This is an optimization exercise on Yosys and OpenROAD, whose aim is small area, not a production implementation.
Function was checked by simulation only, so behaviour that the tests miss may differ from the original.

$ cat config.mk
export PLATFORM = sky130hd
export DESIGN_NAME = top
export DESIGN_NICKNAME = top
export VERILOG_FILES = /design/flow/design.v
export SDC_FILE = /design/flow/constraint.sdc
export NUM_CORES = 4
export LEC_CHECK = 0
export ABC_AREA = 1
export CAP_MARGIN = 20
export CORE_MARGIN = 2
export CORE_UTILIZATION = 40
export PLACE_DENSITY = 0.6
export SLEW_MARGIN = 20
$ cat constraint.sdc
create_clock -name core_clock -period 20.0 [get_ports {CLK100MHZ}]
set_input_delay 4.0000 -clock core_clock [delete_from_list [all_inputs] [get_ports {CLK100MHZ}]]
set_output_delay 4.0000 -clock core_clock [all_outputs]
set_load 0.01 [all_outputs]
$ cat design.v
`timescale 1ns / 10ps
package types_pkg;
  parameter int BITS = 16;
  parameter int DIGITS = 8;
endpackage
`timescale 1ns / 10ps
module unbounce_btn (
    input  logic CPU_RESET,   
    input  logic CLOCK,
    input  logic BTN_IN,
    output logic BTN_OUT,
    output logic RISE
);
  logic [2:0] p;
  logic x, last, rise1;
  assign x = BTN_IN ^ BTN_OUT;
  assign last = p[2] & ~p[1];
  always_ff @(posedge CLOCK or posedge CPU_RESET) begin
    if (CPU_RESET) begin
      p       <= 3'b000;
      BTN_OUT <= 1'b0;
    end else begin
      p[2]    <= p[1];
      p[1]    <= p[0];
      p[0]    <= (p[1] | p[0]) ? ~p[2] : (p[2] ^ x);
      BTN_OUT <= BTN_OUT ^ last;
    end
  end
  always_ff @(posedge CLOCK) begin
    rise1 <= last & ~BTN_OUT;
    RISE  <= rise1;
  end
endmodule
`timescale 1ns / 10ps
module unbounce_array #(
    parameter int BITS = 16
) (
    input  logic            CPU_RESET,   
    input  logic            CLOCK,
    input  logic [BITS-1:0] BTN_IN,
    output logic [BITS-1:0] BTN_OUT
);
  genvar i;
  for (i = 0; i < BITS; i++) begin : gen_btn
    unbounce_btn u_btn (
        .CPU_RESET(CPU_RESET),
        .CLOCK(CLOCK),
        .BTN_IN(BTN_IN[i]),
        .BTN_OUT(BTN_OUT[i]),
        .RISE()
    );
  end
endmodule
`timescale 1ns / 1ps
`timescale 1ns / 10ps
module divider_nr (
    input  wire         clk,
    input  wire         init,
    input  wire         adj,
    input  wire         adj_sub,
    input  wire         uq,
    input  wire  [15:0] dividend,
    input  wire  [15:0] divisor,      
    input  wire         divisor_neg,  
    output logic [15:0] quotient,
    output logic        rem_neg,
    output logic        last
);
  logic [16:0] rem;
  logic [4:0] count;
  logic [15:0] v1, v2, v3, v4;
  logic s3, s2, s1, s0;
  assign s3 = dividend[15:8] == 8'd0;
  assign v1 = s3 ? {dividend[7:0], 8'd0} : dividend;
  assign s2 = v1[15:12] == 4'd0;
  assign v2 = s2 ? {v1[11:0], 4'd0} : v1;
  assign s1 = v2[15:14] == 2'd0;
  assign v3 = s1 ? {v2[13:0], 2'd0} : v2;
  assign s0 = ~v3[15];
  assign v4 = s0 ? {v3[14:0], 1'b0} : v3;
  logic f;
  assign f = adj_sub ^ divisor_neg;
  logic [16:0] ra, rb, sum;
  logic [17:0] c;
  assign ra = {rem[15:0], quotient[15]};
  assign rb = {divisor[15], divisor} ^ {17{f}};
  assign c[0] = f;
  genvar i;
  for (i = 0; i < 17; i++) begin : g_add
    assign sum[i] = ra[i] ^ rb[i] ^ c[i];
    assign c[i+1] = (ra[i] & rb[i]) | (ra[i] & c[i]) | (rb[i] & c[i]);
  end
  logic [4:0] count_inc;
  assign count_inc[0] = ~count[0];
  assign count_inc[1] = count[1] ^ count[0];
  assign count_inc[2] = count[2] ^ (count[1] & count[0]);
  assign count_inc[3] = count[3] ^ (count[2] & count[1] & count[0]);
  assign count_inc[4] = count[4] ^ (count[3] & count[2] & count[1] & count[0]);
  assign rem_neg = rem[16];
  assign last = count == 5'd16;
  always_ff @(posedge clk) begin
    if (init) begin
      quotient <= v4;
      rem      <= '0;
      count    <= v4[15] ? {1'b0, s3, s2, s1, s0} : 5'd16;
    end else begin
      if (adj) rem <= sum;
      if (uq) begin
        quotient <= {quotient[14:0], ~rem[16]};
        count    <= count_inc;
      end
    end
  end
endmodule
`timescale 1ns / 10ps
module select_btn_action (
    input  logic        clk,
    input  logic        rst,
    input  logic [15:0] SW,
    input  logic        rise_u,
    input  logic        rise_d,
    input  logic        rise_r,
    input  logic        rise_l,
    input  logic        rise_c,
    output logic [15:0] value,      
    output logic        isEdit,
    output logic        total_neg
);
  localparam logic [3:0]
      IDLE  = 4'd0,    
      START = 4'd1,    
      INIT  = 4'd2,
      LS    = 4'd3,
      ADJ0  = 4'd4,
      ADJ1  = 4'd5,
      UQ    = 4'd6,
      TN    = 4'd7,
      TR1   = 4'd8,
      ADJ2  = 4'd9,
      DONE  = 4'd10,
      FIN   = 4'd11;   
  logic [3:0] st;
  logic [15:0] total;
  logic [15:0] abs_total;
  logic [15:0] quotient;
  logic rem_neg, last;
  logic sw_lo_nz;
  assign total_neg = total[15];
  logic [15:0] low_or;
  assign low_or[0] = 1'b0;
  genvar i;
  for (i = 1; i < 16; i++) begin : g_abs
    assign low_or[i] = low_or[i-1] | total[i-1];
  end
  assign abs_total = total ^ ({16{total[15]}} & low_or);
  assign value = isEdit ? SW : abs_total;
  assign sw_lo_nz = SW[14:0] != 15'd0;
  divider_nr u_divider (
      .clk(clk),
      .init(st == INIT),
      .adj(st == ADJ0 || st == ADJ1),
      .adj_sub(st == ADJ1),
      .uq(st == UQ),
      .dividend(abs_total),
      .divisor(SW),
      .divisor_neg(SW[15] & sw_lo_nz),
      .quotient(quotient),
      .rem_neg(rem_neg),
      .last(last)
  );
  always_ff @(posedge clk) begin
    if (rst) begin
      st <= IDLE;
    end else begin
      case (st)
        IDLE:    if (rise_l && (SW[15] || sw_lo_nz)) st <= START;
        START:   st <= INIT;
        INIT:    st <= LS;
        LS:      st <= rem_neg ? ADJ0 : ADJ1;
        ADJ0:    st <= UQ;
        ADJ1:    st <= UQ;
        UQ:      st <= TN;
        TN:      st <= last ? TR1 : LS;
        TR1:     st <= rem_neg ? ADJ2 : DONE;
        ADJ2:    st <= DONE;
        DONE:    st <= FIN;
        default: st <= IDLE;
      endcase
    end
  end
  logic fin, neg, cin;
  logic [15:0] m, e, y;
  assign fin = st == FIN;
  assign neg = total[15] ^ SW[15];
  always_comb begin
    m = 16'd1;
    e = 16'd0;
    cin = 1'b0;
    if (rst) begin
      m = 16'd0;
    end else if (fin) begin
      m = 16'd0;
      e = quotient ^ {16{neg}};
      cin = neg;
    end else if (rise_r) begin
      m = SW;
    end else if (rise_d) begin
      e = ~SW;
      cin = 1'b1;
    end else if (rise_u) begin
      e = SW;
    end
  end
  mac16 u_mac (
      .a(total),
      .m(m),
      .e(e),
      .cin(cin),
      .y(y)
  );
  always_ff @(posedge clk) begin
    total <= y;
    if (rst) isEdit <= 1'b1;
    else if (rise_c) isEdit <= ~isEdit;
  end
endmodule
module mac16 (
    input  logic [15:0] a,
    input  logic [15:0] m,
    input  logic [15:0] e,
    input  logic        cin,
    output logic [15:0] y
);
  wire one_0 = m[0] ^ 1'b0;
  wire two_0 = (m[1] & ~m[0] & ~1'b0) | (~m[1] & m[0] & 1'b0);
  wire neg_0 = m[1];
  wire pp_0_0 = (a[0] & one_0) ^ neg_0;
  wire pp_0_1 = ((a[1] & one_0) | (a[0] & two_0)) ^ neg_0;
  wire pp_0_2 = ((a[2] & one_0) | (a[1] & two_0)) ^ neg_0;
  wire pp_0_3 = ((a[3] & one_0) | (a[2] & two_0)) ^ neg_0;
  wire pp_0_4 = ((a[4] & one_0) | (a[3] & two_0)) ^ neg_0;
  wire pp_0_5 = ((a[5] & one_0) | (a[4] & two_0)) ^ neg_0;
  wire pp_0_6 = ((a[6] & one_0) | (a[5] & two_0)) ^ neg_0;
  wire pp_0_7 = ((a[7] & one_0) | (a[6] & two_0)) ^ neg_0;
  wire pp_0_8 = ((a[8] & one_0) | (a[7] & two_0)) ^ neg_0;
  wire pp_0_9 = ((a[9] & one_0) | (a[8] & two_0)) ^ neg_0;
  wire pp_0_10 = ((a[10] & one_0) | (a[9] & two_0)) ^ neg_0;
  wire pp_0_11 = ((a[11] & one_0) | (a[10] & two_0)) ^ neg_0;
  wire pp_0_12 = ((a[12] & one_0) | (a[11] & two_0)) ^ neg_0;
  wire pp_0_13 = ((a[13] & one_0) | (a[12] & two_0)) ^ neg_0;
  wire pp_0_14 = ((a[14] & one_0) | (a[13] & two_0)) ^ neg_0;
  wire pp_0_15 = ((a[15] & one_0) | (a[14] & two_0)) ^ neg_0;
  wire one_1 = m[2] ^ m[1];
  wire two_1 = (m[3] & ~m[2] & ~m[1]) | (~m[3] & m[2] & m[1]);
  wire neg_1 = m[3];
  wire pp_1_0 = (a[0] & one_1) ^ neg_1;
  wire pp_1_1 = ((a[1] & one_1) | (a[0] & two_1)) ^ neg_1;
  wire pp_1_2 = ((a[2] & one_1) | (a[1] & two_1)) ^ neg_1;
  wire pp_1_3 = ((a[3] & one_1) | (a[2] & two_1)) ^ neg_1;
  wire pp_1_4 = ((a[4] & one_1) | (a[3] & two_1)) ^ neg_1;
  wire pp_1_5 = ((a[5] & one_1) | (a[4] & two_1)) ^ neg_1;
  wire pp_1_6 = ((a[6] & one_1) | (a[5] & two_1)) ^ neg_1;
  wire pp_1_7 = ((a[7] & one_1) | (a[6] & two_1)) ^ neg_1;
  wire pp_1_8 = ((a[8] & one_1) | (a[7] & two_1)) ^ neg_1;
  wire pp_1_9 = ((a[9] & one_1) | (a[8] & two_1)) ^ neg_1;
  wire pp_1_10 = ((a[10] & one_1) | (a[9] & two_1)) ^ neg_1;
  wire pp_1_11 = ((a[11] & one_1) | (a[10] & two_1)) ^ neg_1;
  wire pp_1_12 = ((a[12] & one_1) | (a[11] & two_1)) ^ neg_1;
  wire pp_1_13 = ((a[13] & one_1) | (a[12] & two_1)) ^ neg_1;
  wire one_2 = m[4] ^ m[3];
  wire two_2 = (m[5] & ~m[4] & ~m[3]) | (~m[5] & m[4] & m[3]);
  wire neg_2 = m[5];
  wire pp_2_0 = (a[0] & one_2) ^ neg_2;
  wire pp_2_1 = ((a[1] & one_2) | (a[0] & two_2)) ^ neg_2;
  wire pp_2_2 = ((a[2] & one_2) | (a[1] & two_2)) ^ neg_2;
  wire pp_2_3 = ((a[3] & one_2) | (a[2] & two_2)) ^ neg_2;
  wire pp_2_4 = ((a[4] & one_2) | (a[3] & two_2)) ^ neg_2;
  wire pp_2_5 = ((a[5] & one_2) | (a[4] & two_2)) ^ neg_2;
  wire pp_2_6 = ((a[6] & one_2) | (a[5] & two_2)) ^ neg_2;
  wire pp_2_7 = ((a[7] & one_2) | (a[6] & two_2)) ^ neg_2;
  wire pp_2_8 = ((a[8] & one_2) | (a[7] & two_2)) ^ neg_2;
  wire pp_2_9 = ((a[9] & one_2) | (a[8] & two_2)) ^ neg_2;
  wire pp_2_10 = ((a[10] & one_2) | (a[9] & two_2)) ^ neg_2;
  wire pp_2_11 = ((a[11] & one_2) | (a[10] & two_2)) ^ neg_2;
  wire one_3 = m[6] ^ m[5];
  wire two_3 = (m[7] & ~m[6] & ~m[5]) | (~m[7] & m[6] & m[5]);
  wire neg_3 = m[7];
  wire pp_3_0 = (a[0] & one_3) ^ neg_3;
  wire pp_3_1 = ((a[1] & one_3) | (a[0] & two_3)) ^ neg_3;
  wire pp_3_2 = ((a[2] & one_3) | (a[1] & two_3)) ^ neg_3;
  wire pp_3_3 = ((a[3] & one_3) | (a[2] & two_3)) ^ neg_3;
  wire pp_3_4 = ((a[4] & one_3) | (a[3] & two_3)) ^ neg_3;
  wire pp_3_5 = ((a[5] & one_3) | (a[4] & two_3)) ^ neg_3;
  wire pp_3_6 = ((a[6] & one_3) | (a[5] & two_3)) ^ neg_3;
  wire pp_3_7 = ((a[7] & one_3) | (a[6] & two_3)) ^ neg_3;
  wire pp_3_8 = ((a[8] & one_3) | (a[7] & two_3)) ^ neg_3;
  wire pp_3_9 = ((a[9] & one_3) | (a[8] & two_3)) ^ neg_3;
  wire one_4 = m[8] ^ m[7];
  wire two_4 = (m[9] & ~m[8] & ~m[7]) | (~m[9] & m[8] & m[7]);
  wire neg_4 = m[9];
  wire pp_4_0 = (a[0] & one_4) ^ neg_4;
  wire pp_4_1 = ((a[1] & one_4) | (a[0] & two_4)) ^ neg_4;
  wire pp_4_2 = ((a[2] & one_4) | (a[1] & two_4)) ^ neg_4;
  wire pp_4_3 = ((a[3] & one_4) | (a[2] & two_4)) ^ neg_4;
  wire pp_4_4 = ((a[4] & one_4) | (a[3] & two_4)) ^ neg_4;
  wire pp_4_5 = ((a[5] & one_4) | (a[4] & two_4)) ^ neg_4;
  wire pp_4_6 = ((a[6] & one_4) | (a[5] & two_4)) ^ neg_4;
  wire pp_4_7 = ((a[7] & one_4) | (a[6] & two_4)) ^ neg_4;
  wire one_5 = m[10] ^ m[9];
  wire two_5 = (m[11] & ~m[10] & ~m[9]) | (~m[11] & m[10] & m[9]);
  wire neg_5 = m[11];
  wire pp_5_0 = (a[0] & one_5) ^ neg_5;
  wire pp_5_1 = ((a[1] & one_5) | (a[0] & two_5)) ^ neg_5;
  wire pp_5_2 = ((a[2] & one_5) | (a[1] & two_5)) ^ neg_5;
  wire pp_5_3 = ((a[3] & one_5) | (a[2] & two_5)) ^ neg_5;
  wire pp_5_4 = ((a[4] & one_5) | (a[3] & two_5)) ^ neg_5;
  wire pp_5_5 = ((a[5] & one_5) | (a[4] & two_5)) ^ neg_5;
  wire one_6 = m[12] ^ m[11];
  wire two_6 = (m[13] & ~m[12] & ~m[11]) | (~m[13] & m[12] & m[11]);
  wire neg_6 = m[13];
  wire pp_6_0 = (a[0] & one_6) ^ neg_6;
  wire pp_6_1 = ((a[1] & one_6) | (a[0] & two_6)) ^ neg_6;
  wire pp_6_2 = ((a[2] & one_6) | (a[1] & two_6)) ^ neg_6;
  wire pp_6_3 = ((a[3] & one_6) | (a[2] & two_6)) ^ neg_6;
  wire one_7 = m[14] ^ m[13];
  wire two_7 = (m[15] & ~m[14] & ~m[13]) | (~m[15] & m[14] & m[13]);
  wire neg_7 = m[15];
  wire pp_7_0 = (a[0] & one_7) ^ neg_7;
  wire pp_7_1 = ((a[1] & one_7) | (a[0] & two_7)) ^ neg_7;
  wire fs_0 = pp_0_0 ^ neg_0 ^ e[0];
  wire fc_0 = (pp_0_0 & neg_0) | (pp_0_0 & e[0]) | (neg_0 & e[0]);
  wire hs_0 = cin ^ fs_0;
  wire hc_0 = cin & fs_0;
  assign y[0] = hs_0;
  wire fs_1 = pp_0_1 ^ e[1] ^ fc_0;
  wire fc_1 = (pp_0_1 & e[1]) | (pp_0_1 & fc_0) | (e[1] & fc_0);
  wire hs_1 = hc_0 ^ fs_1;
  wire hc_1 = hc_0 & fs_1;
  assign y[1] = hs_1;
  wire fs_2 = pp_0_2 ^ pp_1_0 ^ neg_1;
  wire fc_2 = (pp_0_2 & pp_1_0) | (pp_0_2 & neg_1) | (pp_1_0 & neg_1);
  wire fs_3 = e[2] ^ fc_1 ^ hc_1;
  wire fc_3 = (e[2] & fc_1) | (e[2] & hc_1) | (fc_1 & hc_1);
  wire hs_2 = fs_2 ^ fs_3;
  wire hc_2 = fs_2 & fs_3;
  assign y[2] = hs_2;
  wire fs_4 = pp_0_3 ^ pp_1_1 ^ e[3];
  wire fc_4 = (pp_0_3 & pp_1_1) | (pp_0_3 & e[3]) | (pp_1_1 & e[3]);
  wire fs_5 = fc_2 ^ fc_3 ^ hc_2;
  wire fc_5 = (fc_2 & fc_3) | (fc_2 & hc_2) | (fc_3 & hc_2);
  wire hs_3 = fs_4 ^ fs_5;
  wire hc_3 = fs_4 & fs_5;
  assign y[3] = hs_3;
  wire fs_6 = pp_0_4 ^ pp_1_2 ^ pp_2_0;
  wire fc_6 = (pp_0_4 & pp_1_2) | (pp_0_4 & pp_2_0) | (pp_1_2 & pp_2_0);
  wire fs_7 = neg_2 ^ e[4] ^ fc_4;
  wire fc_7 = (neg_2 & e[4]) | (neg_2 & fc_4) | (e[4] & fc_4);
  wire fs_8 = fc_5 ^ hc_3 ^ fs_6;
  wire fc_8 = (fc_5 & hc_3) | (fc_5 & fs_6) | (hc_3 & fs_6);
  wire hs_4 = fs_7 ^ fs_8;
  wire hc_4 = fs_7 & fs_8;
  assign y[4] = hs_4;
  wire fs_9 = pp_0_5 ^ pp_1_3 ^ pp_2_1;
  wire fc_9 = (pp_0_5 & pp_1_3) | (pp_0_5 & pp_2_1) | (pp_1_3 & pp_2_1);
  wire fs_10 = e[5] ^ fc_6 ^ fc_7;
  wire fc_10 = (e[5] & fc_6) | (e[5] & fc_7) | (fc_6 & fc_7);
  wire fs_11 = fc_8 ^ hc_4 ^ fs_9;
  wire fc_11 = (fc_8 & hc_4) | (fc_8 & fs_9) | (hc_4 & fs_9);
  wire hs_5 = fs_10 ^ fs_11;
  wire hc_5 = fs_10 & fs_11;
  assign y[5] = hs_5;
  wire fs_12 = pp_0_6 ^ pp_1_4 ^ pp_2_2;
  wire fc_12 = (pp_0_6 & pp_1_4) | (pp_0_6 & pp_2_2) | (pp_1_4 & pp_2_2);
  wire fs_13 = pp_3_0 ^ neg_3 ^ e[6];
  wire fc_13 = (pp_3_0 & neg_3) | (pp_3_0 & e[6]) | (neg_3 & e[6]);
  wire fs_14 = fc_9 ^ fc_10 ^ fc_11;
  wire fc_14 = (fc_9 & fc_10) | (fc_9 & fc_11) | (fc_10 & fc_11);
  wire fs_15 = hc_5 ^ fs_12 ^ fs_13;
  wire fc_15 = (hc_5 & fs_12) | (hc_5 & fs_13) | (fs_12 & fs_13);
  wire hs_6 = fs_14 ^ fs_15;
  wire hc_6 = fs_14 & fs_15;
  assign y[6] = hs_6;
  wire fs_16 = pp_0_7 ^ pp_1_5 ^ pp_2_3;
  wire fc_16 = (pp_0_7 & pp_1_5) | (pp_0_7 & pp_2_3) | (pp_1_5 & pp_2_3);
  wire fs_17 = pp_3_1 ^ e[7] ^ fc_12;
  wire fc_17 = (pp_3_1 & e[7]) | (pp_3_1 & fc_12) | (e[7] & fc_12);
  wire fs_18 = fc_13 ^ fc_14 ^ fc_15;
  wire fc_18 = (fc_13 & fc_14) | (fc_13 & fc_15) | (fc_14 & fc_15);
  wire fs_19 = hc_6 ^ fs_16 ^ fs_17;
  wire fc_19 = (hc_6 & fs_16) | (hc_6 & fs_17) | (fs_16 & fs_17);
  wire hs_7 = fs_18 ^ fs_19;
  wire hc_7 = fs_18 & fs_19;
  assign y[7] = hs_7;
  wire fs_20 = pp_0_8 ^ pp_1_6 ^ pp_2_4;
  wire fc_20 = (pp_0_8 & pp_1_6) | (pp_0_8 & pp_2_4) | (pp_1_6 & pp_2_4);
  wire fs_21 = pp_3_2 ^ pp_4_0 ^ neg_4;
  wire fc_21 = (pp_3_2 & pp_4_0) | (pp_3_2 & neg_4) | (pp_4_0 & neg_4);
  wire fs_22 = e[8] ^ fc_16 ^ fc_17;
  wire fc_22 = (e[8] & fc_16) | (e[8] & fc_17) | (fc_16 & fc_17);
  wire fs_23 = fc_18 ^ fc_19 ^ hc_7;
  wire fc_23 = (fc_18 & fc_19) | (fc_18 & hc_7) | (fc_19 & hc_7);
  wire fs_24 = fs_20 ^ fs_21 ^ fs_22;
  wire fc_24 = (fs_20 & fs_21) | (fs_20 & fs_22) | (fs_21 & fs_22);
  wire hs_8 = fs_23 ^ fs_24;
  wire hc_8 = fs_23 & fs_24;
  assign y[8] = hs_8;
  wire fs_25 = pp_0_9 ^ pp_1_7 ^ pp_2_5;
  wire fc_25 = (pp_0_9 & pp_1_7) | (pp_0_9 & pp_2_5) | (pp_1_7 & pp_2_5);
  wire fs_26 = pp_3_3 ^ pp_4_1 ^ e[9];
  wire fc_26 = (pp_3_3 & pp_4_1) | (pp_3_3 & e[9]) | (pp_4_1 & e[9]);
  wire fs_27 = fc_20 ^ fc_21 ^ fc_22;
  wire fc_27 = (fc_20 & fc_21) | (fc_20 & fc_22) | (fc_21 & fc_22);
  wire fs_28 = fc_23 ^ fc_24 ^ hc_8;
  wire fc_28 = (fc_23 & fc_24) | (fc_23 & hc_8) | (fc_24 & hc_8);
  wire fs_29 = fs_25 ^ fs_26 ^ fs_27;
  wire fc_29 = (fs_25 & fs_26) | (fs_25 & fs_27) | (fs_26 & fs_27);
  wire hs_9 = fs_28 ^ fs_29;
  wire hc_9 = fs_28 & fs_29;
  assign y[9] = hs_9;
  wire fs_30 = pp_0_10 ^ pp_1_8 ^ pp_2_6;
  wire fc_30 = (pp_0_10 & pp_1_8) | (pp_0_10 & pp_2_6) | (pp_1_8 & pp_2_6);
  wire fs_31 = pp_3_4 ^ pp_4_2 ^ pp_5_0;
  wire fc_31 = (pp_3_4 & pp_4_2) | (pp_3_4 & pp_5_0) | (pp_4_2 & pp_5_0);
  wire fs_32 = neg_5 ^ e[10] ^ fc_25;
  wire fc_32 = (neg_5 & e[10]) | (neg_5 & fc_25) | (e[10] & fc_25);
  wire fs_33 = fc_26 ^ fc_27 ^ fc_28;
  wire fc_33 = (fc_26 & fc_27) | (fc_26 & fc_28) | (fc_27 & fc_28);
  wire fs_34 = fc_29 ^ hc_9 ^ fs_30;
  wire fc_34 = (fc_29 & hc_9) | (fc_29 & fs_30) | (hc_9 & fs_30);
  wire fs_35 = fs_31 ^ fs_32 ^ fs_33;
  wire fc_35 = (fs_31 & fs_32) | (fs_31 & fs_33) | (fs_32 & fs_33);
  wire hs_10 = fs_34 ^ fs_35;
  wire hc_10 = fs_34 & fs_35;
  assign y[10] = hs_10;
  wire fs_36 = pp_0_11 ^ pp_1_9 ^ pp_2_7;
  wire fc_36 = (pp_0_11 & pp_1_9) | (pp_0_11 & pp_2_7) | (pp_1_9 & pp_2_7);
  wire fs_37 = pp_3_5 ^ pp_4_3 ^ pp_5_1;
  wire fc_37 = (pp_3_5 & pp_4_3) | (pp_3_5 & pp_5_1) | (pp_4_3 & pp_5_1);
  wire fs_38 = e[11] ^ fc_30 ^ fc_31;
  wire fc_38 = (e[11] & fc_30) | (e[11] & fc_31) | (fc_30 & fc_31);
  wire fs_39 = fc_32 ^ fc_33 ^ fc_34;
  wire fc_39 = (fc_32 & fc_33) | (fc_32 & fc_34) | (fc_33 & fc_34);
  wire fs_40 = fc_35 ^ hc_10 ^ fs_36;
  wire fc_40 = (fc_35 & hc_10) | (fc_35 & fs_36) | (hc_10 & fs_36);
  wire fs_41 = fs_37 ^ fs_38 ^ fs_39;
  wire fc_41 = (fs_37 & fs_38) | (fs_37 & fs_39) | (fs_38 & fs_39);
  wire hs_11 = fs_40 ^ fs_41;
  wire hc_11 = fs_40 & fs_41;
  assign y[11] = hs_11;
  wire fs_42 = pp_0_12 ^ pp_1_10 ^ pp_2_8;
  wire fc_42 = (pp_0_12 & pp_1_10) | (pp_0_12 & pp_2_8) | (pp_1_10 & pp_2_8);
  wire fs_43 = pp_3_6 ^ pp_4_4 ^ pp_5_2;
  wire fc_43 = (pp_3_6 & pp_4_4) | (pp_3_6 & pp_5_2) | (pp_4_4 & pp_5_2);
  wire fs_44 = pp_6_0 ^ neg_6 ^ e[12];
  wire fc_44 = (pp_6_0 & neg_6) | (pp_6_0 & e[12]) | (neg_6 & e[12]);
  wire fs_45 = fc_36 ^ fc_37 ^ fc_38;
  wire fc_45 = (fc_36 & fc_37) | (fc_36 & fc_38) | (fc_37 & fc_38);
  wire fs_46 = fc_39 ^ fc_40 ^ fc_41;
  wire fc_46 = (fc_39 & fc_40) | (fc_39 & fc_41) | (fc_40 & fc_41);
  wire fs_47 = hc_11 ^ fs_42 ^ fs_43;
  wire fc_47 = (hc_11 & fs_42) | (hc_11 & fs_43) | (fs_42 & fs_43);
  wire fs_48 = fs_44 ^ fs_45 ^ fs_46;
  wire fc_48 = (fs_44 & fs_45) | (fs_44 & fs_46) | (fs_45 & fs_46);
  wire hs_12 = fs_47 ^ fs_48;
  wire hc_12 = fs_47 & fs_48;
  assign y[12] = hs_12;
  wire fs_49 = pp_0_13 ^ pp_1_11 ^ pp_2_9;
  wire fc_49 = (pp_0_13 & pp_1_11) | (pp_0_13 & pp_2_9) | (pp_1_11 & pp_2_9);
  wire fs_50 = pp_3_7 ^ pp_4_5 ^ pp_5_3;
  wire fc_50 = (pp_3_7 & pp_4_5) | (pp_3_7 & pp_5_3) | (pp_4_5 & pp_5_3);
  wire fs_51 = pp_6_1 ^ e[13] ^ fc_42;
  wire fc_51 = (pp_6_1 & e[13]) | (pp_6_1 & fc_42) | (e[13] & fc_42);
  wire fs_52 = fc_43 ^ fc_44 ^ fc_45;
  wire fc_52 = (fc_43 & fc_44) | (fc_43 & fc_45) | (fc_44 & fc_45);
  wire fs_53 = fc_46 ^ fc_47 ^ fc_48;
  wire fc_53 = (fc_46 & fc_47) | (fc_46 & fc_48) | (fc_47 & fc_48);
  wire fs_54 = hc_12 ^ fs_49 ^ fs_50;
  wire fc_54 = (hc_12 & fs_49) | (hc_12 & fs_50) | (fs_49 & fs_50);
  wire fs_55 = fs_51 ^ fs_52 ^ fs_53;
  wire fc_55 = (fs_51 & fs_52) | (fs_51 & fs_53) | (fs_52 & fs_53);
  wire hs_13 = fs_54 ^ fs_55;
  wire hc_13 = fs_54 & fs_55;
  assign y[13] = hs_13;
  wire fs_56 = pp_0_14 ^ pp_1_12 ^ pp_2_10;
  wire fc_56 = (pp_0_14 & pp_1_12) | (pp_0_14 & pp_2_10) | (pp_1_12 & pp_2_10);
  wire fs_57 = pp_3_8 ^ pp_4_6 ^ pp_5_4;
  wire fc_57 = (pp_3_8 & pp_4_6) | (pp_3_8 & pp_5_4) | (pp_4_6 & pp_5_4);
  wire fs_58 = pp_6_2 ^ pp_7_0 ^ neg_7;
  wire fc_58 = (pp_6_2 & pp_7_0) | (pp_6_2 & neg_7) | (pp_7_0 & neg_7);
  wire fs_59 = e[14] ^ fc_49 ^ fc_50;
  wire fc_59 = (e[14] & fc_49) | (e[14] & fc_50) | (fc_49 & fc_50);
  wire fs_60 = fc_51 ^ fc_52 ^ fc_53;
  wire fc_60 = (fc_51 & fc_52) | (fc_51 & fc_53) | (fc_52 & fc_53);
  wire fs_61 = fc_54 ^ fc_55 ^ hc_13;
  wire fc_61 = (fc_54 & fc_55) | (fc_54 & hc_13) | (fc_55 & hc_13);
  wire fs_62 = fs_56 ^ fs_57 ^ fs_58;
  wire fc_62 = (fs_56 & fs_57) | (fs_56 & fs_58) | (fs_57 & fs_58);
  wire fs_63 = fs_59 ^ fs_60 ^ fs_61;
  wire fc_63 = (fs_59 & fs_60) | (fs_59 & fs_61) | (fs_60 & fs_61);
  wire hs_14 = fs_62 ^ fs_63;
  wire hc_14 = fs_62 & fs_63;
  assign y[14] = hs_14;
  assign y[15] = pp_0_15 ^ pp_1_13 ^ pp_2_11 ^ pp_3_9 ^ pp_4_7 ^ pp_5_5 ^ pp_6_3 ^ pp_7_1 ^ e[15] ^ fc_56 ^ fc_57 ^ fc_58 ^ fc_59 ^ fc_60 ^ fc_61 ^ fc_62 ^ fc_63 ^ hc_14;
endmodule
`timescale 1ns / 10ps
module bin_to_bcd (
    input  logic [15:0] bin,
    output logic [19:0] bcd
);
  function automatic [3:0] add3(input [3:0] d);
    add3[3] = d[3] | (d[2] & (d[1] | d[0]));
    add3[2] = (d[2] & ~d[1] & ~d[0]) | (d[3] & d[0]);
    add3[1] = (~d[2] & d[1]) | (d[1] & d[0]) | (d[3] & ~d[0]);
    add3[0] = (~d[3] & ~d[2] & d[0]) | (d[2] & d[1] & ~d[0]) | (d[3] & ~d[0]);
  endfunction
  integer i, j;
  logic [19:0] temp;
  logic [15:0] bin_work;
  always_comb begin
    bin_work = bin;
    temp = '0;
    for (i = 15; i >= 0; i--) begin
      for (j = 0; j < 5; j++) temp[j*4+:4] = add3(temp[j*4+:4]);
      {temp, bin_work} = {temp, bin_work} << 1;
    end
    bcd = temp;
  end
endmodule
`timescale 1ns / 10ps
module dec_cat_map (
    input  [3:0] encoded,
    output logic [7:0] cathode
);
  always @* begin
    case (encoded)
      4'h0: cathode = 8'b11000000;
      4'h1: cathode = 8'b11111001;
      4'h2: cathode = 8'b10100100;
      4'h3: cathode = 8'b10110000;
      4'h4: cathode = 8'b10011001;
      4'h5: cathode = 8'b10010010;
      4'h6: cathode = 8'b10000010;
      4'h7: cathode = 8'b11111000;
      4'h8: cathode = 8'b10000000;
      4'h9: cathode = 8'b10010000;
      4'hb: cathode = 8'b10111111;
      4'hc: cathode = 8'b00000110;
      default: cathode = 8'b11111111;
    endcase
  end
endmodule
`timescale 1ns / 10ps
module seg_display_calc (
    input  logic [15:0] value,
    input  logic        isEdit,
    input  logic        total_neg,
    input  logic [2:0]  digit,
    output logic [3:0]  code
);
  logic [19:0] bcd;
  bin_to_bcd u_bcd (
      .bin(value),
      .bcd(bcd)
  );
  logic z1, z2, z3, z4;
  assign z4 = bcd[19:16] == 4'd0;
  assign z3 = z4 & (bcd[15:12] == 4'd0);
  assign z2 = z3 & (bcd[11:8] == 4'd0);
  assign z1 = z2 & (bcd[7:4] == 4'd0);
  always_comb begin
    case (digit)
      3'd0: code = bcd[3:0];
      3'd1: code = z1 ? 4'd10 : bcd[7:4];
      3'd2: code = z2 ? 4'd10 : bcd[11:8];
      3'd3: code = z3 ? 4'd10 : bcd[15:12];
      3'd4: code = z4 ? 4'd10 : bcd[19:16];
      3'd7: code = isEdit ? 4'd12 : (total_neg ? 4'd11 : 4'd10);
      default: code = 4'd10;
    endcase
  end
endmodule
module clock_seg_display (
    input  logic clk,
    input  logic rst,
    output logic step
);
  localparam logic [13:0] RST_STATE = 14'h3ea0;   
  localparam logic [13:0] LOOP_STATE = 14'h3a80;   
  localparam logic [13:0] HIT_MASK = 14'h3eb7;   
  localparam logic [13:0] HIT_VALUE = 14'h1236;
  logic [13:0] s;
  logic fb;
  assign fb   = ~(s[13] ^ s[4] ^ s[2] ^ s[0]);
  assign step = (s & HIT_MASK) == HIT_VALUE;
  always_ff @(posedge clk) begin
    if (rst) s <= RST_STATE;
    else if (step) s <= LOOP_STATE;
    else s <= {s[12:0], fb};
  end
endmodule
module seg_display (
    input  logic       clk,
    input  logic       rst,
    input  logic       step,
    input  logic [3:0] code_next,
    output logic [2:0] digit_next,
    output logic [7:0] AN,
    output logic       CA, CB, CC, CD, CE, CF, CG, DP
);
  logic [2:0] digit;
  logic [3:0] code;
  logic [7:0] cathode;
  assign digit_next[0] = digit[0] ^ step;
  assign digit_next[1] = digit[1] ^ (digit[0] & step);
  assign digit_next[2] = digit[2] ^ (digit[1] & digit[0] & step);
  always_ff @(posedge clk) begin
    digit <= rst ? 3'd0 : digit_next;
    code  <= code_next;
  end
  always_comb begin
    AN = 8'hff;
    AN[digit] = 1'b0;
  end
  dec_cat_map u_map (
      .encoded(code),
      .cathode(cathode)
  );
  assign {DP, CG, CF, CE, CD, CC, CB, CA} = cathode;
endmodule
`timescale 1ns / 100ps
module sys_pll (
    input  wire clk_in1,
    output wire clk_out1
);
  assign clk_out1 = clk_in1;
endmodule
`timescale 1ns / 100ps
module top (
    input  wire          CLK100MHZ,
    input  wire          CPU_RESETN,
    input  wire   [15:0] SW,
    output logic  [15:0] LED,
    input  wire          BTNC,
    input  wire          BTNU,
    input  wire          BTNL,
    input  wire          BTNR,
    input  wire          BTND,
    output logic  [ 7:0] AN,
    output logic         CA,
    output logic         CB,
    output logic         CC,
    output logic         CD,
    output logic         CE,
    output logic         CF,
    output logic         CG,
    output logic         DP,
    output logic         LED16_B,
    output logic         LED16_G,
    output logic         LED16_R,
    output logic         LED17_B,
    output logic         LED17_G,
    output logic         LED17_R
);
  assign {LED16_B, LED16_G, LED16_R, LED17_B, LED17_G, LED17_R} = 6'b000000;
  wire rst = ~CPU_RESETN;
  wire clk;
  sys_pll u_sys_pll (
      .clk_in1 (CLK100MHZ),
      .clk_out1(clk)
  );
  logic rise_c, rise_u, rise_l, rise_r, rise_d;
  logic [15:0] SW_DEB;
  unbounce_btn deb_btnC (.CPU_RESET(rst), .CLOCK(clk), .BTN_IN(BTNC), .BTN_OUT(), .RISE(rise_c));
  unbounce_btn deb_btnU (.CPU_RESET(rst), .CLOCK(clk), .BTN_IN(BTNU), .BTN_OUT(), .RISE(rise_u));
  unbounce_btn deb_btnL (.CPU_RESET(rst), .CLOCK(clk), .BTN_IN(BTNL), .BTN_OUT(), .RISE(rise_l));
  unbounce_btn deb_btnR (.CPU_RESET(rst), .CLOCK(clk), .BTN_IN(BTNR), .BTN_OUT(), .RISE(rise_r));
  unbounce_btn deb_btnD (.CPU_RESET(rst), .CLOCK(clk), .BTN_IN(BTND), .BTN_OUT(), .RISE(rise_d));
  unbounce_array debouncer (
      .CPU_RESET(rst),
      .CLOCK(clk),
      .BTN_IN(SW),
      .BTN_OUT(SW_DEB)
  );
  assign LED = SW_DEB;
  logic [15:0] value;
  logic isEdit, total_neg;
  select_btn_action u_calc (
      .clk(clk),
      .rst(rst),
      .SW(SW_DEB),
      .rise_u(rise_u),
      .rise_d(rise_d),
      .rise_r(rise_r),
      .rise_l(rise_l),
      .rise_c(rise_c),
      .value(value),
      .isEdit(isEdit),
      .total_neg(total_neg)
  );
  logic step;
  clock_seg_display u_timer (
      .clk (clk),
      .rst (rst),
      .step(step)
  );
  logic [2:0] digit_next;
  logic [3:0] code_next;
  seg_display_calc u_code (
      .value(value),
      .isEdit(isEdit),
      .total_neg(total_neg),
      .digit(digit_next),
      .code(code_next)
  );
  seg_display u_disp (
      .clk(clk),
      .rst(rst),
      .step(step),
      .code_next(code_next),
      .digit_next(digit_next),
      .AN(AN),
      .CA(CA), .CB(CB), .CC(CC), .CD(CD), .CE(CE), .CF(CF), .CG(CG), .DP(DP)
  );
endmodule
$ cat flow/run.sh
#!/bin/bash
# Own layout flow: the standard flow, except that synthesis maps the logic
# with an area-oriented ABC script (amap) and without extract_fa's adder
# cells, which ABC cannot restructure. Registers come out of the same
# synthesis steps as the standard synthesis, so their names and cell types
# are unchanged. Each step's full output goes to a log file here.
set -euo pipefail
here=$(pwd)
rm -rf "$here/scripts_area"
cp -r "$FLOW_HOME/scripts" "$here/scripts_area"
cp "$here/flow/abc_area.script" "$here/scripts_area/abc_area.script"
bash standard.sh SCRIPTS_DIR="$here/scripts_area" ADDER_MAP_FILE= synth > "$here/synth.log" 2>&1
bash standard.sh > "$here/layout.log" 2>&1
test -f "$here/out/final.def"
$ cat flow/abc_area.script
strash
dch -f
amap
topo
$ cat standard.sh
#!/bin/bash
# synth_recipe.tcl (not shown) runs the flow's synth.tcl, then flattens the netlist and writes it again
# the make line also repeats each setting of config.mk as NAME=value (left out here)
make -C /OpenROAD-flow-scripts/flow DESIGN_CONFIG=/design/flow/config.mk WORK_HOME=/design/flow/orfs CLKGATE_MAP_FILE= SYNTH_SCRIPT=/design/flow/synth_recipe.tcl "${@:-finish}"
==> reports/metrics.yaml, run 1 <==
status:
  status: "timing/DRC/antenna clean"
global_routing:
  gr-total-overflow: 0
  grt_util_all_layers_pct: 23.0
  grt_pass1_wl_um: 62900
  grt_pass1_vias: 12500
  antenna_found_initial: 1
  grt_max_degree: 38
worst_setup_path:
  critPathMaxStageDelay_ps: 500
  path_buf_inv: 5
  criticalPathCategory: "input port to register"
  arrival_ps: 14730
  cp-start-kind: "input port"
  slowest_stage: "nand2_1"
  required_ps: 20340
  crit_path_start: "CPU_RESETN"
  cp-end-kind: "register"
  cpMostUsedCell: "nor2_1"
  cpLargestDelayFamily: "simple AND/OR/NAND/NOR gates"
  crit_fanout: 37
  r2r-start: "u_calc.st[3]"
yosys:
  synth_top_area_cell: "dfrtp_1"
  synth-edff-count: 21
  synth.top_cells.by_area: "dfrtp_1 16%, nor2_1 13%, dfxtp_1 11%"
  avgSynthCellArea_sq_um: 6.63
  ys.flop_type: "dfrtp_1"
  netlist_area_sq_mm: 0.0132
  synth_cells: 1989
  async_flop_share_pct: 47.2
  synthTopCellsByCount: "462 x nor2_1, 239 x clkinv_1, 210 x a21oi_1, 197 x nand2_1, 182 x o21ai_0"
  synth-seq-cells: 178
  ys_warn_count: 8
  yosysTopAreaCellShare_pct: 15.9
  yosysSeqAreaShare_pct: 31.8
  yosysUniqueCellTypes: 47
  yosysMostFrequentCell: "nor2_1"
finish:
  final.fill_count: 3372
  final_area_sq_mm: 0.0149
  diodes: 0
  post-route-util_pct: 45.7
  fin_cells: 2519
  syn_to_final_growth_pct: 12.9
  nNetsFinal: 2087
  drive_gt1_share_pct: 2.74
clock_tree:
  ctsHoldBuffers: 0
  cts_tree: "built"
  clk_latency_ps: 460
  h-tree-depth: 4
  clockBufferDepth: 2
  cts_setup_buffers: 0
  path_clk_slew_ps: 70
  root_buffer: "clkbuf_16"
  cts_resized: 0
  numCtsBuffers: 17
  cts_num_sinks: 178
die:
  coreArea_sq_mm: 0.0325
  die_w_um: 186
  start_util_pct: 40.5
  row_count: 66
  fp.dieH_um: 186
  io_pins: 61
  dieArea_sq_mm: 0.0344
sta:
  holdWs_ps: 328
  tightest_slew_ps: 898
  slew_viol_final: 0
  layout_setup_ws_ps: 5610
  finalHoldViolations: 0
  timing.slew.headroom_pct: 40.0
  rsz0062_at_grt: "false"
  finalCriticalPeriod_ps: 14390
  finalSetupTns_ps: 0
  fmax_mhz: 69.5
  clock_skew_ps: 19.6
  finalSetupViolCount: 0
  finalCritPeriodShare_pct: 71.9
min_path:
  min_path_type: "register to register"
  hp-start: "deb_btnL.rise1"
routing:
  wirelength_um: 39000
  ant_nets: 0
  drt_iter0_markers: 1320
  routed_via_density: 5.57
  firstDrtPassIters: 9
  post_drt_wl_per_cell_um: 15.5
  vias: 14000
  route.detailed.drc: 0
flow_run:
  maxCapViolCount: 0
placement:
  dp_cells: 2487
  dp_hpwl_um: 29500
  placed_area_sq_mm: 0.0143
  port-buffer-count: 54
  gp_congestion: 0.914
  dp_slack_ps: 5250
==> kinds of logic after synthesis <==
logic type	after synthesis	share of synthesized area, %
flip-flops	178	31.8
XOR/XNOR	5	0.332
AND/OR/NAND/NOR	812	25.5
AO/OA/AOI/OAI	732	34.3
buffers and inverters	261	8.06
other	1	0.0284
==> metal layers <==
layer	up-vias	share of wire, %	global-route usage [%]
met5	-	0.028	0
met4	2	2.5	7.40
met3	58	7.3	5.13
met2	423	45	37.7
met1	6271	45	30.2
li1	7285	-	-
==> path summary, 6_finish.rpt <==
check,to,slack (ps),cells past startpoint
max in group asynchronous,debouncer.gen_btn[13].u_btn.p[2],15660,2
min,deb_btnL.RISE,330,0
max,u_calc.total[15],5610,70
min reg2reg,deb_btnL.RISE,330,0
min in group asynchronous,deb_btnU.p[2],3520,1
max reg2reg,u_calc.total[15],8450,72
==> sequential cells by signal, summed over array words and instances, names as in the netlist, 3 cells and up <==
signal / cells
deb_btnC.p: 3
deb_btnD.p: 3
deb_btnL.p: 3
deb_btnR.p: 3
deb_btnU.p: 3
debouncer.gen_btn.u_btn.BTN_OUT: 16
debouncer.gen_btn.u_btn.p: 48
u_calc.st: 4
u_calc.total: 16
u_calc.u_divider.count: 5
u_calc.u_divider.quotient: 16
u_calc.u_divider.rem: 17
u_disp.cathode: 8
u_disp.digit: 3
u_timer.s: 14
==> layout make-up <==
type,instances,area (sq um),share of cell area (%)
Tap cell,442,553,3.72
Multi-Input combinational cell,1555,7980,53.7
Clock inverter,12,125,0.841
Clock buffer,20,447,3.00
Inverter,239,897,6.03
Timing Repair Buffer,73,681,4.57
Sequential cell,178,4190,28.2
==> placed cells by master, fill, tap and decap left out, drive strengths merged, types with 12 or more instances in the layout <==
cell type	n
nor2	462
clkinv	244
a21oi	210
nand2	197
o21ai	182
o22ai	160
dfrtp	84
dfxtp	73
clkdlybuf4s50	53
nor3	42
nor2b	35
o221ai	23
a2111oi	22
and2	21
edfxtp	21
o221a	20
buf	20
clkbuf	20
nand3	19
o22a	19
a31oi	18
a222oi	14
a22oi	12
==> inputs of run 2 (changes only) <==
==> run.sh (new file) <==
#!/bin/bash
# synth_recipe.tcl (not shown) runs the flow's synth.tcl, then flattens the netlist and writes it again
# the make line also repeats each setting of config.mk as NAME=value (left out here)
make -C /OpenROAD-flow-scripts/flow DESIGN_CONFIG=/design/flow/config.mk WORK_HOME=/design/flow/orfs CLKGATE_MAP_FILE= SYNTH_SCRIPT=/design/flow/synth_recipe.tcl finish
removed: flow/run.sh
removed: flow/abc_area.script
removed: standard.sh
==> run 2 against run 1 <==
- clock skew decreased by 2.7 ps
- still clean on timing, DRC and antenna
- critical path depth decreased by 16
- non-clock buffer count decreased by 11
- worst setup slack got worse by 2700 ps
- first-iteration DRC count decreased by 35%
- count of clock-buffer cells in the layout decreased by 2
==> reports/metrics.yaml, run 2 <==
yosys:
  ys_warn_count: 8  # unchanged
  synth.top_cells.by_area: "dfrtp_1 14%, nand2_1 11%, dfxtp_1 9.8%"  # was dfrtp_1 16%, nor2_1 13%, dfxtp_1 11%
  async_flop_share_pct: 47.2  # unchanged
  synth_top_area_cell: "dfrtp_1"  # unchanged
  synth_cells: 2052  # was 1989
  yosysTopAreaCellShare_pct: 14.1  # was 15.9%
  ys.flop_type: "dfrtp_1"  # unchanged
  synth-seq-cells: 178  # unchanged
  yosysMostFrequentCell: "nand2_1"  # was nor2_1
  yosysUniqueCellTypes: 51  # was 47
  synthTopCellsByCount: "424 x nand2_1, 287 x inv_1, 169 x nor2_1, 141 x xor2_1, 119 x o21ai_0"  # was 462 x nor2_1, 239 x clkinv_1, 210 x a21oi_1, 197 x nand2_1, 182 x o21ai_0
  yosysSeqAreaShare_pct: 28.1  # was 31.8%
  synth-edff-count: 21  # unchanged
  avgSynthCellArea_sq_um: 7.26  # was 6.63 sq um
  netlist_area_sq_mm: 0.0149  # was 0.0132 sq mm
sta:
  clock_skew_ps: 16.8  # was 19.6 ps
  timing.slew.headroom_pct: 32.7  # was 40.0%
  rsz0062_at_grt: "false"  # unchanged
  finalCritPeriodShare_pct: 85.3  # was 71.9%
  finalCriticalPeriod_ps: 17060  # was 14390 ps
  slew_viol_final: 0  # unchanged
  finalSetupTns_ps: 0  # unchanged
  holdWs_ps: 331  # was 328 ps
  tightest_slew_ps: 1010  # was 898 ps
  finalHoldViolations: 0  # unchanged
  finalSetupViolCount: 0  # unchanged
  fmax_mhz: 58.6  # was 69.5 MHz
  layout_setup_ws_ps: 2940  # was 5610 ps
routing:
  post_drt_wl_per_cell_um: 15.1  # was 15.5 um
  vias: 13200  # was 14.0k
  route.detailed.drc: 0  # unchanged
  wirelength_um: 38600  # was 39000 um
  firstDrtPassIters: 6  # was 9
  drt_iter0_markers: 860  # was 1320
  ant_nets: 0  # unchanged
  routed_via_density: 5.17  # was 5.57
die:
  fp.dieH_um: 197  # was 186 um
  coreArea_sq_mm: 0.0367  # was 0.0325 sq mm
  row_count: 70  # was 66
  die_w_um: 197  # was 186 um
  dieArea_sq_mm: 0.0388  # was 0.0344 sq mm
  io_pins: 61  # unchanged
  start_util_pct: 40.6  # was 40.5%
clock_tree:
  ctsHoldBuffers: 0  # unchanged
  cts_resized: 0  # unchanged
  numCtsBuffers: 17  # unchanged
  clk_latency_ps: 450  # was 460 ps
  root_buffer: "clkbuf_16"  # unchanged
  h-tree-depth: 4  # unchanged
  cts_setup_buffers: 0  # unchanged
  path_clk_slew_ps: 70  # about the same
  cts_num_sinks: 178  # unchanged
  cts_tree: "built"  # unchanged
  clockBufferDepth: 2  # unchanged
global_routing:
  antenna_found_initial: 0  # was 1
  grt_util_all_layers_pct: 20.5  # was 23.0%
  gr-total-overflow: 0  # unchanged
  grt_max_degree: 63  # was 38
  grt_pass1_vias: 12800  # was 12.5k
  grt_pass1_wl_um: 63700  # was 62900 um
placement:
  dp_cells: 2520  # was 2487
  gp_congestion: 0.904  # was 0.914
  port-buffer-count: 54  # unchanged
  dp_slack_ps: 2460  # was 5250 ps
  dp_hpwl_um: 29900  # was 29500 um
finish:
  final.fill_count: 3662  # was 3372
  final_common_cell: "nand2_1"  # was nor2_1
  final_cell_mix: "424 x nand2_1, 287 x inv_1, 169 x nor2_1"  # was 462 x nor2_1, 239 x clkinv_1, 210 x a21oi_1
  drive_gt1_share_pct: 7.92  # was 2.74%
  top_register: "debouncer.gen_btn.u_btn.p"  # unchanged
  nNetsFinal: 2199  # was 2087
  largest_register_ffs: 48  # unchanged
  diodes: 0  # unchanged
  fin_cells: 2552  # was 2519
  syn_to_final_growth_pct: 9.80  # was 12.9%
  reg_top3: "debouncer.gen_btn.u_btn.p x48, u_calc.u_divider.rem x17"  # unchanged
worst_setup_path:
  cp-end-kind: "register"  # unchanged
  criticalPathCategory: "input port to register"  # unchanged
  cp-start-kind: "input port"  # unchanged
  slowest_stage: "fa_1"  # was nand2_1
  critPathMaxStageDelay_ps: 540  # was 500 ps
  crit_fanout: 37  # unchanged
  required_ps: 20380  # was 20340 ps
  cpMostUsedCell: "fa_1"  # was nor2_1
  arrival_ps: 17440  # was 14730 ps
flow_run:
  maxCapViolCount: 0  # unchanged
status:
  status: "timing/DRC/antenna clean"  # unchanged
min_path:
  min_path_type: "register to register"  # unchanged
-- run 2: cell types whose count changed after synthesis, sizes merged, moves of 93 or more --
| cell | previous run | this run |
|---|---|---|
| o22ai | 160 | 67 |
| xor2 | 4 | 141 |
| a21oi | 210 | 101 |
| clkinv | 239 | 19 |
| nand3 | 19 | 129 |
| nor2 | 462 | 184 |
| inv | 0 | 314 |
| nand2 | 197 | 456 |
-- run 2: layout make-up --
cell class	count	area (sq um)	area share (%)
Inverter	333	1250	7.64
Clock inverter	14	156	0.956
Sequential cell	178	4190	25.6
Multi-Input combinational cell	1479	9160	55.9
Tap cell	468	586	3.58
Timing Repair Buffer	62	598	3.65
Clock buffer	18	429	2.62
-- run 2: metrics by stage --
stage | area (sq um) | util (%)
2_1_floorplan | 14900 | -
3_3_place_gp | 15800 | 43.0
3_5_place_dp | 15800 | 43.0
4_1_cts | 16400 | 44.6
5_1_grt | 16400 | 44.6
6_report | 16400 | 44.6
-- run 2: worst paths after layout --
kind,from,endpoint,slack (ps),depth (start not counted)
worst min register to register,deb_btnL.rise1,deb_btnL.RISE,330,0
min in group asynchronous,CPU_RESETN,deb_btnU.p[2],3510,1
worst min-delay path,deb_btnL.rise1,deb_btnL.RISE,330,0
max in group asynchronous,CPU_RESETN,debouncer.gen_btn[12].u_btn.p[1],15350,2
worst max register to register,u_calc.st[1],u_calc.total[15],6200,56
worst max-delay path,CPU_RESETN,u_calc.total[15],2940,54
-- run 2: cells by family (layout without fill, tap and decap cells) --
logic type / count (synthesis) / in the layout / share of synthesized area (%)
AOI/OAI and AO/OA: 363 / 363 / 14.2
xor gates and xnor gates: 156 / 156 / 9.17
adders and majority gates: 105 / 105 / 12.5
buffers and inverters: 400 / 427 / 10.6
DFF: 178 / 178 / 28.1
muxes: 2 / 2 / 0.134
other: 1 / 6 / 0.0252
and+or+nand+nor: 847 / 847 / 25.2
-- run 2: metal layers --
layer / up-vias / wire (um) / track usage [%]
met4: 0 / 1180 / 7.32
met3: 69 / 2120 / 3.33
li1: 6641 / - / -
met5: - / 0 / 0
met2: 354 / 17300 / 33.4
met1: 6137 / 17900 / 27.5
-- run 2: worst max-delay path: cells and delay by family --
kind / cells / cell delay, ps
buffers and inverters: 16 / 1840
AOI/OAI and AO/OA: 1 / 200
xor gates and xnor gates: 5 / 860
and+or+nand+nor: 4 / 540
adders and majority gates: 28 / 10000

-- re-timing with driven ports --
The flow's constraints put no driver on any port. The routed layouts listed below were extracted and timed again, unchanged, in two steps. Step 1 (the two cells are an assumption about what drives the block):
set clk [get_ports {CLK100MHZ}]
set_driving_cell -lib_cell sky130_fd_sc_hd__clkbuf_16 $clk
set_driving_cell -lib_cell sky130_fd_sc_hd__buf_2 [delete_from_list [all_inputs] $clk]
Step 2, shift: input delay + t, output delay - t, t = (earliest + latest rising clock arrival at the registers) / 2. This alone moves slack from input paths to output paths. Three values: ideal, step 1, step 2; two values: the first two.
run | t (ns) | slack for setup (ns) | worst setup path after step 2
run 1 | 0.498 | 5.614 / 5.644 / 5.145 | input to register
run 2 | 0.489 | 2.939 / 2.967 / 2.478 | input to register
After both steps every run listed still meets setup and hold. The setup slack of run 1, which loses most, moves by +0.030 ns with the drivers and by -0.469 ns with both steps.
